What follows belongs to an exercise in optimizing a design on an open flow for small area; a production flow would make more cautious choices. Where RTL was checked, it was by simulation tests only, not by an equivalence proof against the original.

// main
module main
  #(
    parameter gate_width = 10,
    parameter MMa_width = 5
   )
   (
    input  logic clk, start_read, reset, ADC_SDAT,
    output logic iv_hold, iv_reset,
    output logic [gate_width:0] gate,
    output logic [MMa_width - 1:0] M, Ma,
    output logic ADC_SCLK, ADC_CS_N, ADC_SADDR, Tx_out,
    output logic [7:0] LED
   );
  logic [5:0] seg;
  logic [5:0] cnt;
  logic [3:0] gi;                       
  logic [2:0] mi, mai;                  
  logic [7:0] data;
  wire [5:0] s = seg;
  wire [5:0] c = cnt;
  wire term;
  seg_end u_term(.seg(seg), .cnt(cnt), .g3(gi[3]), .g1(gi[1]), .term(term));
  wire h_n, u, q, g1z, x27, ones, y, zeros, zn, idle_n;
  c_nand2  u_hn  (.A(s[4]), .B(s[3]), .Y(h_n));
  c_nor2   u_u   (.A(s[5]), .B(s[4]), .Y(u));
  c_and4   u_q   (.A(s[4]), .B(s[3]), .C(s[2]), .D(s[1]), .X(q));
  c_nor4   u_g1z (.A(s[4]), .B(s[3]), .C(s[2]), .D(s[1]), .Y(g1z));
  c_nor3   u_hold(.A(s[5]), .B(q), .C(g1z), .Y(iv_hold));
  c_a21o   u_x27 (.A1(s[1]), .A2(s[0]), .B1(s[2]), .X(x27));
  c_a311o  u_rst (.A1(s[4]), .A2(s[3]), .A3(x27), .B1(s[5]), .C1(g1z), .X(iv_reset));
  c_a21oi  u_cs  (.A1(q), .A2(s[0]), .B1(s[5]), .Y(ADC_CS_N));
  c_nand2b u_sclk(.A_N(s[0]), .B(s[5]), .Y(ADC_SCLK));
  c_nor3   u_ones(.A(s[5]), .B(h_n), .C(s[2]), .Y(ones));
  wire ones_m;                          
  c_nor3   u_onm (.A(s[5]), .B(h_n), .C(s[2]), .Y(ones_m));
  c_nand2b u_y   (.A_N(s[1]), .B(s[2]), .Y(y));
  c_nor3   u_zero(.A(s[5]), .B(h_n), .C(y), .Y(zeros));
  c_inv    u_zn  (.A(zeros), .Y(zn));
  c_nand3b u_idle(.A_N(s[0]), .B(ones), .C(s[1]), .Y(idle_n));
  wire pre3_n, pre, fin_n, p2a_n, p2;
  ...
Size: about 170 cells after synthesis, roughly 30 flip-flops.
clock: 20.0 ns
lec_check: 0
cap_margin: 20
core_margin: 2
core_utilization: 40
slew_margin: 20
synth_hierarchical: 1
synth_minimum_keep_size: 0
standard.sh (not shown) runs the stock make flow with config.mk's settings and CLKGATE_MAP_FILE= SYNTH_SCRIPT=/design/flow/synth_recipe.tcl, a recipe that flattens the netlist after the stock synthesis.
==> flow/flow/run.sh <==
#!/bin/bash
# Layout flow: the standard flow (standard.sh, its synthesis unchanged) with
#  - every logic gate swapped for the smallest cell of its footprint after the
#    floorplan (flow/downsize.tcl); placement's repair_design then fixes slew
#    and capacitance,
#  - the smallest buffer (buf_1) on each input and output port,
#  - one tie cell for the constant outputs (no tie fanout repair),
#  - a clock tree of clkbuf_4 only and no dummy clock loads,
#  - power recovery (downsizing of gates with slack) after global routing.
# Each step's output goes to a log of its own here; the tools' logs are under
# orfs/logs.
set -e
ARGS=(
  BUFFER_PORTS_ARGS="-buffer_cell sky130_fd_sc_hd__buf_1"
  RECOVER_POWER=100
  SKIP_REPAIR_TIE_FANOUT=1
  CTS_ARGS="-sink_clustering_enable -repair_clock_nets -dont_use_dummy_load -buf_list sky130_fd_sc_hd__clkbuf_4"
)
bash standard.sh "${ARGS[@]}" floorplan > standard_floorplan.log 2>&1
openroad -no_init -exit flow/downsize.tcl > downsize.log 2>&1
bash standard.sh "${ARGS[@]}" finish > standard.log 2>&1
Other scripts of this flow, unchanged in this note and not shown: flow/flow/downsize.tcl
Rerun with:
--- a/flow/design.v
+++ b/flow/design.v
@@ -15,14 +15,13 @@
   logic [5:0] cnt;
   logic [3:0] gi;                       
   logic [2:0] mi, mai;                  
   logic [7:0] data;
   wire [5:0] s = seg;
   wire [5:0] c = cnt;
-  wire term;
-  seg_end u_term(.seg(seg), .cnt(cnt), .g3(gi[3]), .g1(gi[1]), .term(term));
+  wire term;                            
   wire h_n, u, q, g1z, x27, ones, y, zeros, zn, idle_n;
   c_nand2  u_hn  (.A(s[4]), .B(s[3]), .Y(h_n));
   c_nor2   u_u   (.A(s[5]), .B(s[4]), .Y(u));
   c_and4   u_q   (.A(s[4]), .B(s[3]), .C(s[2]), .D(s[1]), .X(q));
   c_nor4   u_g1z (.A(s[4]), .B(s[3]), .C(s[2]), .D(s[1]), .Y(g1z));
   c_nor3   u_hold(.A(s[5]), .B(q), .C(g1z), .Y(iv_hold));
@@ -40,12 +39,14 @@
   wire pre3_n, pre, fin_n, p2a_n, p2;
   c_nand3  u_pr3 (.A(s[4]), .B(s[2]), .C(s[1]), .Y(pre3_n));
   c_nor3   u_pre (.A(s[5]), .B(s[0]), .C(pre3_n), .Y(pre));
   c_nand4  u_fin (.A(pre), .B(gi[3]), .C(gi[1]), .D(term), .Y(fin_n));
   c_nand3  u_p2a (.A(s[4]), .B(s[0]), .C(term), .Y(p2a_n));
   c_nor3   u_p2  (.A(s[5]), .B(s[3]), .C(p2a_n), .Y(p2));
+  seg_end u_term(.seg(seg), .cnt(cnt), .g3(gi[3]), .g1(gi[1]), .pre(pre), .u(u), .ones(ones),
+                 .zeros(zeros), .term(term));
   wire clr, wait0, t2n, t3n, t4n, t5n;
   wire [5:0] xn, cnt_d;
   c_nor3   u_w0  (.A(idle_n), .B(c[0]), .C(c[1]), .Y(wait0));
   c_a21o   u_clr (.A1(wait0), .A2(start_read), .B1(term), .X(clr));
   c_or3    u_led0(.A(idle_n), .B(c[0]), .C(c[1]), .X(LED[0]));
   c_nor2   u_cd0 (.A(clr), .B(c[0]), .Y(cnt_d[0]));
@@ -136,23 +137,24 @@
   c_nand2  u_tx  (.A(u), .B(inner), .Y(Tx_out));
   c_inv    u_led1(.A(Tx_out), .Y(LED[1]));
   assign ADC_SADDR = 1'b0;
   assign LED[7:2]  = 6'b000000;
 endmodule
 module seg_end(input logic [5:0] seg, input logic [5:0] cnt, input logic g3, g1,
-               output logic term);
+               input logic pre, u, ones, zeros, output logic term);
   wire [5:0] s = seg;
-  wire pre = ~s[5] & s[4] & s[2] & s[1] & ~s[0];
   wire first = ~(g3 & g1);              
+  wire d = u & s[3];                    
+  wire s7 = ~s[5] & ~s[3] & s[2] & s[1] & s[0];    
   wire [5:0] k;
-  assign k[5] = (~s[5] & ~s[4] & s[3]) | (~s[5] & ~s[3] & s[2] & s[1] & s[0]) | (~s[5] & s[4] & ~s[1]);
+  assign k[5] = d | s7 | (~s[5] & s[4] & ~s[1]);
   assign k[4] = (s[2] & s[1] & s[0]) | (~s[4] & s[3]) | (s[3] & ~s[1]) | s[5];
   assign k[3] = pre & first;
-  assign k[2] = (~s[5] & ~s[4] & s[3]) | (~s[5] & ~s[3] & s[2] & s[1] & s[0]) | pre & first;
-  assign k[1] = (~s[5] & ~s[4] & s[3]) | (~s[5] & s[3] & ~s[2] & ~s[0]) | (~s[5] & s[4] & s[2] & ~s[1] & s[0]);
-  assign k[0] = (~s[5] & ~s[4] & s[3] & ~s[2] & ~s[1] & ~s[0]) | (~s[5] & s[4] & ~s[3] & ~s[0]) | (~s[5] & s[4] & s[2] & ~s[1] & ~s[0]) | pre;
+  assign k[2] = d | s7 | pre & first;
+  assign k[1] = d | (ones & ~s[0]) | (zeros & s[0]);
+  assign k[0] = (d & ~s[2] & ~s[1] & ~s[0]) | (~s[5] & s[4] & ~s[3] & ~s[0]) | (zeros & ~s[0]) | pre;
   assign term = &(cnt | ~k);
 endmodule
 module idx5(input logic [2:0] q, input logic q2n, adv, output logic [2:0] d);
   wire q10;
   c_and2   u_10 (.A(q[1]), .B(q[0]), .X(q10));
   c_mux2   u_d0 (.A0(q[0]), .A1(q2n), .S(adv), .X(d[0]));
What happened: Setup slack is worse by 0.011 ns; worst hold slack is better by 0.016 ns; via count drops by a few percent; sequential share of layout area climbs by 0.72 points; sequential cell count does not change; clock skew climbs by 0.0088 ns.
For the first run of this note, only the layout was checked, not whether the RTL still works.

## re-timing with driven ports
The results above use ideal ports. As a check the final layouts listed here were re-extracted and re-timed, cells and wires unchanged.
Step 1 (the two cells are an assumption about what drives the block):
set clk [get_ports {clk}]
set_driving_cell -lib_cell sky130_fd_sc_hd__clkbuf_16 $clk
set_driving_cell -lib_cell sky130_fd_sc_hd__buf_2 [delete_from_list [all_inputs] $clk]
Step 2 adds t to the input delays and takes it off the output delays; t is the mean of the earliest and latest rising clock arrival at the registers after step 1. Input paths then give back, and output paths get back, about the clock's delay inside the block.
Three values: ideal ports, drivers, drivers and shift; two values: the first two.
run	t (ns)	setup WS [ns]	hold WS [ns]	slew at the worst register clock pin (ns)	cell pins on the clock port's net
the first run	0.340	13.245 / 13.222 / 13.561	0.447 / 0.447 / 0.447	0.09 / 0.09	1
the second run	0.344	13.235 / 13.209 / 13.553	0.463 / 0.463 / 0.463	0.10 / 0.10	1
After both steps every run listed still meets setup and hold.
